Context: an optimization exercise on an open-source flow, tuned for small area, a short achievable clock period and few clock cycles. The choices shown serve that exercise and are no tape-out recipe. Where RTL was checked, it was by simulation tests only, not by an equivalence proof against the original. Power and IR drop assume default switching activity.

// multipler_top
module multipler_top #(
    parameter integer DATA_LENGTH       = 64,
    parameter integer BLOCK_LENGTH      = 16,
    parameter integer LENGTH            = 16
) (
    input  logic                        clk_i,
    input  logic                        rst_ni,
    input  logic                        start_i,
    output logic                        busy_o,
    output logic                        finish_o,
    input  logic [DATA_LENGTH-1:0]      indata_a_i,
    input  logic [DATA_LENGTH-1:0]      indata_b_i,
    output logic [DATA_LENGTH*2-1:0]    outdata_r_o
);
localparam integer K  = 6;
localparam integer R  = 3;
localparam integer N  = 11;
localparam integer NK = 66;
localparam integer M  = 67;
localparam integer W  = 73;
logic st_run, st_cpa, st_fin;
logic busy_q;
logic [3:0] cnt_q;
logic st_idle;   
logic first;     
logic [63:0]   a_q;       
logic [NK-1:0] b_q;       
logic [M-1:0]  s_q;       
logic [M-1:0]  c_q;       
logic [K-1:0]  ls_q;      
logic [K-1:0]  lc_q;      
logic          cy_q;      
logic [R-1:0]  one_q;     
logic [R-1:0]  two_q;     
logic [R-1:0]  pos_q;     
always_ff @(posedge clk_i) begin
    if (!rst_ni) begin
        st_run <= 1'b0;
        st_cpa <= 1'b0;
        st_fin <= 1'b0;
        busy_q <= 1'b0;
  ...
Size in the first run: about 1900 cells after synthesis, about 290 flip-flops, ~260 I/O pins, ~21000 µm² of cells after synthesis.
export LEC_CHECK = 0
export CAP_MARGIN = 20
export CORE_MARGIN = 2
export CORE_UTILIZATION = 45
export SLEW_MARGIN = 20
create_clock -name core_clock -period 10.0 [get_ports {clk_i}]
standard.sh (not shown) runs the stock make flow with config.mk's settings and CLKGATE_MAP_FILE= SYNTH_SCRIPT=/design/flow/synth_recipe.tcl, a recipe that flattens the netlist after the stock synthesis.
==> flow/flow/run.sh <==
#!/bin/bash
set -euo pipefail
{
  echo "include $(pwd)/config.mk"
  cat flow/extra.mk
} > extra_config.mk
sed "s#DESIGN_CONFIG=[^ ]*#DESIGN_CONFIG=$(pwd)/extra_config.mk#" standard.sh > standard_extra.sh
bash standard_extra.sh > standard.log 2>&1
==> flow/flow/extra.mk <==
export SETUP_SLACK_MARGIN = 6.0
export BUFFER_PORTS_ARGS = -buffer_cell sky130_fd_sc_hd__buf_1
The starting point completed with no timing, DRC or antenna violations.
Next try:
==> flow/flow/extra.mk (replaced) <==
export SETUP_SLACK_MARGIN = 6.5
export BUFFER_PORTS_ARGS = -buffer_cell sky130_fd_sc_hd__buf_1
Settings changed: CTS_CLUSTER_DIAMETER set to 100, CTS_CLUSTER_SIZE set to 30.
Effect: Routed wire length is higher by a few percent; combinational power goes up by a few percent; via count went up slightly; synthesized area is unchanged.
No run of this note included a check of the RTL's function; only the layout flow was run.

---

multipler_top, a different RTL version from the one above (not shown whole).
## multipler_top
module multipler_top #(
    parameter integer DATA_LENGTH       = 64,
    parameter integer BLOCK_LENGTH      = 16,
    parameter integer LENGTH            = 16
) (
    input  logic                        clk_i,
    input  logic                        rst_ni,
    input  logic                        start_i,
    output logic                        busy_o,
    output logic                        finish_o,
    input  logic [DATA_LENGTH-1:0]      indata_a_i,
    input  logic [DATA_LENGTH-1:0]      indata_b_i,
    output logic [DATA_LENGTH*2-1:0]    outdata_r_o
);
localparam integer K  = 6;
localparam integer R  = 3;
localparam integer N  = 11;
localparam integer NK = 66;
localparam integer M  = 67;
localparam integer W  = 73;
logic st_run, st_cpa, st_fin;
logic [3:0] cnt_q;
wire  st_idle = ~(st_run | st_cpa | st_fin);
wire  first   = (cnt_q == '0);
logic [63:0]   a_q;       
logic [NK-1:0] b_q;       
logic [M-1:0]  s_q;       
logic [M-1:0]  c_q;       
logic [K-1:0]  ls_q;      
logic [K-1:0]  lc_q;      
logic          cy_q;      
logic [R-1:0]  one_q;     
logic [R-1:0]  two_q;     
logic [R-1:0]  neg_q;     
always_ff @(posedge clk_i) begin
    if (!rst_ni) begin
        st_run <= 1'b0;
        st_cpa <= 1'b0;
        st_fin <= 1'b0;
        cnt_q  <= '0;
    end else begin
        st_run <= (st_idle & start_i) | (st_run & ~(cnt_q == N-1));
        st_cpa <= st_run & (cnt_q == N-1);
        st_fin <= st_cpa;
        cnt_q  <= st_run ? cnt_q + 1'b1 : '0;
    end
end
wire [R-1:0] one_in, two_in, neg_in, one_nx, two_nx, neg_nx;
assign one_in[0] = (indata_b_i[0] ^ 1'b0); assign two_in[0] = ((indata_b_i[1] & ~indata_b_i[0] & ~1'b0) | (~indata_b_i[1] & indata_b_i[0] & 1'b0)); assign neg_in[0] = indata_b_i[1];
  ...
Settings: LEC_CHECK=0, CAP_MARGIN=20, CORE_MARGIN=2, CORE_UTILIZATION=45, SLEW_MARGIN=20; clock period 10.0 ns.
==> flow/flow/extra.mk <==
export SETUP_SLACK_MARGIN = 7
export BUFFER_PORTS_ARGS = -buffer_cell sky130_fd_sc_hd__buf_1
Scripts as last shown in full above: flow/flow/run.sh
The first run ran to the end with no violations.
Testbench counts at the start, summed over its fixed seeds: cycles 33,600.
Then changed:
==> flow/flow/run.sh (replaced) <==
#!/bin/bash
set -euo pipefail
MARGIN=$(cat flow/margin.txt)
{
  echo "include $(pwd)/config.mk"
  echo "export SETUP_SLACK_MARGIN = $MARGIN"
} > margin_config.mk
sed "s#DESIGN_CONFIG=[^ ]*#DESIGN_CONFIG=$(pwd)/margin_config.mk#" standard.sh > standard_margin.sh
bash standard_margin.sh > standard.log 2>&1
==> flow/flow/margin.txt (new file) <==
6.5
removed: flow/flow/extra.mk
Effect: Core utilization is lower by 5.0 points. Global-route usage is lower by 1.2 points. Worst setup slack got worse by 0.088 ns. Sequential power is lower by about 4%. Routed wire length is lower by 23%. Non-clock buffer count is lower by 120. Maximum frequency is lower by 2.5%. Synthesized area stays the same. Register-to-register slack got worse by 0.13 ns. Combinational power is lower by 21%.
Then changed:
==> flow/flow/run.sh (replaced) <==
#!/bin/bash
set -euo pipefail
{
  echo "include $(pwd)/config.mk"
  cat flow/extra.mk
} > extra_config.mk
sed "s#DESIGN_CONFIG=[^ ]*#DESIGN_CONFIG=$(pwd)/extra_config.mk#" standard.sh > standard_extra.sh
bash standard_extra.sh > standard.log 2>&1
==> flow/flow/extra.mk (new file) <==
export SETUP_SLACK_MARGIN = 6.5
export BUFFER_PORTS_ARGS = -buffer_cell sky130_fd_sc_hd__buf_1
removed: flow/flow/margin.txt
The changed run produced a clean layout.
Final area is lower by 6.4%.
Total power drops by 1.1%.
Area after synthesis stays the same.
Count of clock-buffer cells in the layout drops by 9.
Sequential power is about the same.
Die area is unchanged.
Critical path depth rose by 1.
Clock skew came out higher by 0.0078 ns.

---

the baseline:
multipler_top, a different RTL version from the one above (not shown whole).
For scale: roughly 1900 cells after synthesis, ~290 flip-flops, roughly 260 I/O pins.
Settings: LEC_CHECK=0, CAP_MARGIN=20, CORE_MARGIN=2, CORE_UTILIZATION=45, SLEW_MARGIN=20; clock period 10.0 ns.
==> flow/flow/run.sh <==
#!/bin/bash
set -euo pipefail
{
  echo "include $(pwd)/config.mk"
  cat flow/extra.mk
} > extra_config.mk
sed "s#DESIGN_CONFIG=[^ ]*#DESIGN_CONFIG=$(pwd)/extra_config.mk#" standard.sh > standard_extra.sh
bash standard_extra.sh > standard.log 2>&1
==> flow/flow/extra.mk <==
export SETUP_SLACK_MARGIN = 6.5
export BUFFER_PORTS_ARGS = -buffer_cell sky130_fd_sc_hd__buf_1
[inputs] the candidate vs the baseline
- a change of CORE_UTILIZATION from 45 to 55
- an added PLACE_DENSITY of 0.65
Findings:
Lower global-route usage among the baseline and the candidate: the baseline. Compared with the baseline, in the candidate height of the chip dropped 9.4%; count of placed standard cells including taps dropped 99; die area dropped 18%; cell count dropped 3.6%; flip-flop and latch count barely changed.
No functional check of the RTL was part of any run of this note.

---

multipler_top, a different RTL version from the one above (not shown whole).
Size: roughly 2,500 cells after synthesis, ~260 I/O pins, about 26,000 sq um of cells after synthesis.
Settings: LEC_CHECK=0, CAP_MARGIN=20, CORE_MARGIN=2, CORE_UTILIZATION=45, SLEW_MARGIN=20; clock period 10.0 ns.
==> flow/flow/run.sh <==
#!/bin/bash
set -euo pipefail
MARGIN=$(cat flow/margin.txt)
{
  echo "include $(pwd)/config.mk"
  echo "export SETUP_SLACK_MARGIN = $MARGIN"
} > margin_config.mk
sed "s#DESIGN_CONFIG=[^ ]*#DESIGN_CONFIG=$(pwd)/margin_config.mk#" standard.sh > standard_margin.sh
bash standard_margin.sh > standard.log 2>&1
==> flow/flow/margin.txt <==
6.5
The starting point completed with no timing, DRC or antenna violations.
Next try:
==> flow/run.sh (new file) <==
#!/bin/bash
# synth_recipe.tcl (not shown) runs the flow's synth.tcl, then flattens the netlist and writes it again
# the make line also repeats each setting of config.mk as NAME=value (left out here)
make -C /OpenROAD-flow-scripts/flow DESIGN_CONFIG=/design/flow/config.mk WORK_HOME=/design/flow/orfs CLKGATE_MAP_FILE= SYNTH_SCRIPT=/design/flow/synth_recipe.tcl finish
--- a/flow/config.mk
+++ b/flow/config.mk
@@ -9,3 +9,4 @@
 export CORE_MARGIN = 2
 export CORE_UTILIZATION = 45
+export SETUP_SLACK_MARGIN = 5
 export SLEW_MARGIN = 20
removed: flow/flow/run.sh
removed: flow/flow/margin.txt
removed: flow/standard.sh
=> Worst setup slack is worse by 570 ps. Core utilization is lower by 1.1 points. Via count falls by 2.1%. Hold slack gains 3.8 ps. Combinational power came out lower by 3.7%. Sequential power hardly moves. Cell count drops by 0.51%. Clock power stays flat.
No functional check of the RTL was part of any run of this note.

---

Another version of the RTL of multipler_top (not shown whole).
For scale: about 3000 cells after synthesis, about 310 flip-flops, ~260 I/O pins, ~0.029 mm2 of cells after synthesis.
export LEC_CHECK = 0
export CAP_MARGIN = 20
export CORE_MARGIN = 2
export CORE_UTILIZATION = 45
export SLEW_MARGIN = 20
create_clock -name core_clock -period 10.0 [get_ports {clk_i}]
==> flow/flow/run.sh <==
#!/bin/bash
set -euo pipefail
MARGIN=$(cat flow/margin.txt)
{
  echo "include $(pwd)/config.mk"
  echo "export SETUP_SLACK_MARGIN = $MARGIN"
} > margin_config.mk
sed "s#DESIGN_CONFIG=[^ ]*#DESIGN_CONFIG=$(pwd)/margin_config.mk#" standard.sh > standard_margin.sh
bash standard_margin.sh > standard.log 2>&1
==> flow/flow/margin.txt <==
6.5
Then changed:
==> flow/run.sh (new file) <==
#!/bin/bash
# synth_recipe.tcl (not shown) runs the flow's synth.tcl, then flattens the netlist and writes it again
# the make line also repeats each setting of config.mk as NAME=value (left out here)
make -C /OpenROAD-flow-scripts/flow DESIGN_CONFIG=/design/flow/config.mk WORK_HOME=/design/flow/orfs CLKGATE_MAP_FILE= SYNTH_SCRIPT=/design/flow/synth_recipe.tcl finish
SETUP_SLACK_MARGIN = 5   (was default)
removed: flow/flow/run.sh
removed: flow/flow/margin.txt
removed: flow/standard.sh
Effect: The new run completed with no timing, DRC or antenna violations. Cell area drops by 15%. Register-to-register slack gets worse by 1.0 ns. Clock skew goes up by 0.0042 ns. Flip-flop and latch count is unchanged. Hold slack barely changes. Routed wire length falls by 19%. Power drops by 9.8%. Count of clock-buffer cells in the layout goes down by 11.
No functional check of the RTL was part of any run of this note.

---

Another version of the RTL of multipler_top (not shown whole).
Size: ~260 I/O pins.
==> flow/config.mk <==
export PLATFORM = sky130hd
export DESIGN_NAME = multipler_top
export DESIGN_NICKNAME = multipler_top
export VERILOG_FILES = /design/flow/design.v
export SDC_FILE = /design/flow/constraint.sdc
export NUM_CORES = 4
export LEC_CHECK = 0
export CAP_MARGIN = 20
export CORE_MARGIN = 2
export CORE_UTILIZATION = 45
export SLEW_MARGIN = 20
==> flow/constraint.sdc <==
create_clock -name core_clock -period 10.0 [get_ports {clk_i}]
set_input_delay 2.0000 -clock core_clock [delete_from_list [all_inputs] [get_ports {clk_i}]]
set_output_delay 2.0000 -clock core_clock [all_outputs]
set_load 0.01 [all_outputs]
==> flow/flow/run.sh <==
#!/bin/bash
set -euo pipefail
{
  echo "include $(pwd)/config.mk"
  cat flow/extra.mk
} > extra_config.mk
sed "s#DESIGN_CONFIG=[^ ]*#DESIGN_CONFIG=$(pwd)/extra_config.mk#" standard.sh > standard_extra.sh
bash standard_extra.sh > standard.log 2>&1
==> flow/flow/extra.mk <==
export SETUP_SLACK_MARGIN = 7
export BUFFER_PORTS_ARGS = -buffer_cell sky130_fd_sc_hd__buf_1
Then changed:
==> flow/flow/extra.mk (replaced) <==
export SETUP_SLACK_MARGIN = 6.5
export BUFFER_PORTS_ARGS = -buffer_cell sky130_fd_sc_hd__buf_1
Effect: Die area stays the same. Global-route usage came out lower by 1.7 points. Synthesized cell count does not change. Flip-flop and latch count stays the same. Clock skew barely changes.
Function was not checked in any run of this note: the RTL went through the layout flow alone.

---

Another version of the RTL of multipler_top (not shown whole).
Size in the first run: roughly 290 flip-flops, ~260 I/O pins, about 21000 um2 of cells after synthesis.
==> flow/config.mk <==
export PLATFORM = sky130hd
export DESIGN_NAME = multipler_top
export DESIGN_NICKNAME = multipler_top
export VERILOG_FILES = /design/flow/design.v
export SDC_FILE = /design/flow/constraint.sdc
export NUM_CORES = 4
export LEC_CHECK = 0
export CAP_MARGIN = 20
export CORE_MARGIN = 2
export CORE_UTILIZATION = 45
export SLEW_MARGIN = 20
==> flow/constraint.sdc <==
create_clock -name core_clock -period 10.0 [get_ports {clk_i}]
set_input_delay 2.0000 -clock core_clock [delete_from_list [all_inputs] [get_ports {clk_i}]]
set_output_delay 2.0000 -clock core_clock [all_outputs]
set_load 0.01 [all_outputs]
==> flow/flow/extra.mk <==
export SETUP_SLACK_MARGIN = 6.5
export BUFFER_PORTS_ARGS = -buffer_cell sky130_fd_sc_hd__buf_1
Scripts as last shown in full above: flow/flow/run.sh
Testbench counts at the start, summed over its fixed seeds: cycles 33,600.
Next try:
CTS_BUF_LIST = sky130_fd_sc_hd__clkbuf_8   (was not set)
CTS_CLUSTER_DIAMETER = 60   (was not set)
CTS_CLUSTER_SIZE = 20   (was not set)
Outcome: The changed run finished clean; total power fell by a few percent; register-to-register slack loses 0.06 ns; combinational power barely changes; fmax fell slightly; via count barely changes; critical path depth rose by 6; clock skew rose by 0.050 ns; synthesized area does not change; flip-flop and latch count does not change.
Next try:
==> flow/flow/extra.mk (replaced) <==
export SETUP_SLACK_MARGIN = 6.25
export BUFFER_PORTS_ARGS = -buffer_cell sky130_fd_sc_hd__buf_1
CTS_BUF_LIST = not set   (was sky130_fd_sc_hd__clkbuf_8)
CTS_CLUSTER_DIAMETER = 100   (was 60)
CTS_CLUSTER_SIZE = 30   (was 20)
Result: Power goes down by about 4%; routed wire length drops by about 4.4%; sequential share of layout area rises by 0.67 points; cell count goes down by about 1.4%; non-clock buffer count went down by 11; count of clock-buffer cells in the layout went down by 13; final area decreases by 2.4%.
Next try:
==> flow/flow/extra.mk (replaced) <==
export SETUP_SLACK_MARGIN = 6.75
export BUFFER_PORTS_ARGS = -buffer_cell sky130_fd_sc_hd__buf_1
What happened:
- The changed run completed with no timing, DRC or antenna violations
- hold slack stays flat
- wire length came out higher by 19%
- via count came out higher by 6.4%
- power came out higher by 10%
- global-route usage came out higher by 1.4 points
- clock power came out higher by 15%
- die area stays the same
- sequential cell count is unchanged
- sequential share of layout area came out lower by 2.7 points
Next try:
==> flow/flow/extra.mk (replaced) <==
export SETUP_SLACK_MARGIN = 6.5
export BUFFER_PORTS_ARGS = -buffer_cell sky130_fd_sc_hd__buf_1
CTS_CLUSTER_DIAMETER = 80   (was 100)
CTS_CLUSTER_SIZE = 24   (was 30)
Effect:
- synthesized area does not change
- sequential share of layout area climbs by 1.9 points
- clock skew climbs by 0.013 ns
- setup slack got worse by 0.11 ns
- fmax drops by 3.2%
- flip-flop and latch count does not change
- utilization drops by 4.2 points
- wire length drops by 13%

---

Starting RTL as in the previous note.
// multipler_top
module multipler_top #(
    parameter integer DATA_LENGTH       = 64,
    parameter integer BLOCK_LENGTH      = 16,
    parameter integer LENGTH            = 16
) (
    input  logic                        clk_i,
    input  logic                        rst_ni,
    input  logic                        start_i,
    output logic                        busy_o,
    output logic                        finish_o,
    input  logic [DATA_LENGTH-1:0]      indata_a_i,
    input  logic [DATA_LENGTH-1:0]      indata_b_i,
    output logic [DATA_LENGTH*2-1:0]    outdata_r_o
);
localparam integer K  = 6;
localparam integer R  = 3;
localparam integer N  = 11;
localparam integer NK = 66;
localparam integer M  = 67;
localparam integer W  = 73;
logic st_run, st_cpa, st_fin;
logic busy_q;
logic [3:0] cnt_q;
logic st_idle;   
logic first;     
logic [63:0]   a_q;       
logic [NK-1:0] b_q;       
logic [M-1:0]  s_q;       
logic [M-1:0]  c_q;       
logic [K-1:0]  ls_q;      
logic [K-1:0]  lc_q;      
logic          cy_q;      
logic [R-1:0]  one_q;     
logic [R-1:0]  two_q;     
logic [R-1:0]  pos_q;     
always_ff @(posedge clk_i) begin
    if (!rst_ni) begin
        st_run <= 1'b0;
        st_cpa <= 1'b0;
        st_fin <= 1'b0;
        busy_q <= 1'b0;
        first  <= 1'b1;
  ...
clock: 10.0 ns
lec_check: 0
cap_margin: 20
core_margin: 2
core_utilization: 55
cts_cluster_diameter: 100
cts_cluster_size: 30
place_density: 0.65
slew_margin: 20
==> flow/flow/extra.mk <==
export SETUP_SLACK_MARGIN = 6.5
export BUFFER_PORTS_ARGS = -buffer_cell sky130_fd_sc_hd__buf_1
Scripts as last shown in full above: flow/flow/run.sh
Testbench counts at the start, summed over its fixed seeds: cycles 33,600.
Change:
- CORE_UTILIZATION: 55 -> 45
- PLACE_DENSITY: 0.65 -> default
What happened: The new run passed the timing, design-rule and antenna checks; final cell count climbs by a few percent; non-clock buffer count drops by 9; wire length climbs slightly; critical path depth drops by 9.

## what the ideal ports hide
In the flow no input, the clock included, has a driving cell. The finished layouts below were timed again as built, in two steps. Step 1 sets driving cells, clkbuf_16 on the clock port and buf_2 on the other inputs (assumed; they add their load-dependent delay and slew). Step 2 also shifts input and output timing later by t, the mid clock arrival at the registers, as if the neighbouring blocks saw the same clock. Three values: no drivers, after step 1, after step 2; two values: the first two.
| run | t (ns) | setup WS [ns] | latest minus earliest clock arrival (ns) | worst register clock-pin slew, ns |
|---|---|---|---|---|
| the first run of note 1 | 0.617 | 6.082 / 6.082 / 6.082 | 0.022 / 0.023 | 0.06 / 0.06 |
| the second run of note 1 | 0.585 | 6.437 / 6.437 / 6.437 | 0.039 / 0.039 | 0.12 / 0.12 |
| the first run of note 2 | 0.623 | 6.621 / 6.560 / 6.697 | 0.021 / 0.021 | 0.06 / 0.06 |
| the second run of note 2 | 0.615 | 6.532 / 6.475 / 6.574 | 0.013 / 0.013 | 0.06 / 0.06 |
| the third run of note 2 | 0.619 | 6.553 / 6.496 / 6.608 | 0.021 / 0.021 | 0.06 / 0.06 |
| the baseline | 0.609 | 6.606 / 6.606 / 6.606 | 0.016 / 0.017 | 0.07 / 0.07 |
| the candidate | 0.601 | 6.581 / 6.581 / 6.581 | 0.024 / 0.023 | 0.06 / 0.06 |
| the first run of note 4 | 0.627 | 6.113 / 6.113 / 6.113 | 0.017 / 0.017 | 0.06 / 0.06 |
| the second run of note 4 | 0.627 | 5.539 / 5.539 / 5.539 | 0.028 / 0.027 | 0.06 / 0.06 |
| the first run of note 5 | 0.664 | 6.134 / 6.134 / 6.134 | 0.028 / 0.028 | 0.07 / 0.07 |
| the second run of note 5 | 0.661 | 5.117 / 5.117 / 5.117 | 0.036 / 0.035 | 0.07 / 0.07 |
| the first run of note 6 | 0.615 | 6.277 / 6.277 / 6.277 | 0.029 / 0.029 | 0.06 / 0.06 |
| the second run of note 6 | 0.618 | 6.327 / 6.327 / 6.327 | 0.031 / 0.030 | 0.06 / 0.06 |
| the first run of note 7 | 0.615 | 6.604 / 6.604 / 6.604 | 0.027 / 0.027 | 0.07 / 0.07 |
| the second run of note 7 | 0.709 | 6.547 / 6.539 / 6.547 | 0.079 / 0.080 | 0.12 / 0.12 |
| the third run of note 7 | 0.595 | 6.384 / 6.384 / 6.384 | 0.029 / 0.029 | 0.12 / 0.12 |
| the fourth run of note 7 | 0.603 | 6.663 / 6.663 / 6.663 | 0.032 / 0.033 | 0.12 / 0.12 |
| the fifth run of note 7 | 0.629 | 6.554 / 6.554 / 6.554 | 0.046 / 0.045 | 0.10 / 0.10 |
| the first run of note 8 | 0.589 | 6.519 / 6.519 / 6.519 | 0.028 / 0.027 | 0.11 / 0.11 |
| the second run of note 8 | 0.599 | 6.605 / 6.605 / 6.605 | 0.031 / 0.032 | 0.12 / 0.12 |
After both steps every run listed still meets setup and hold.
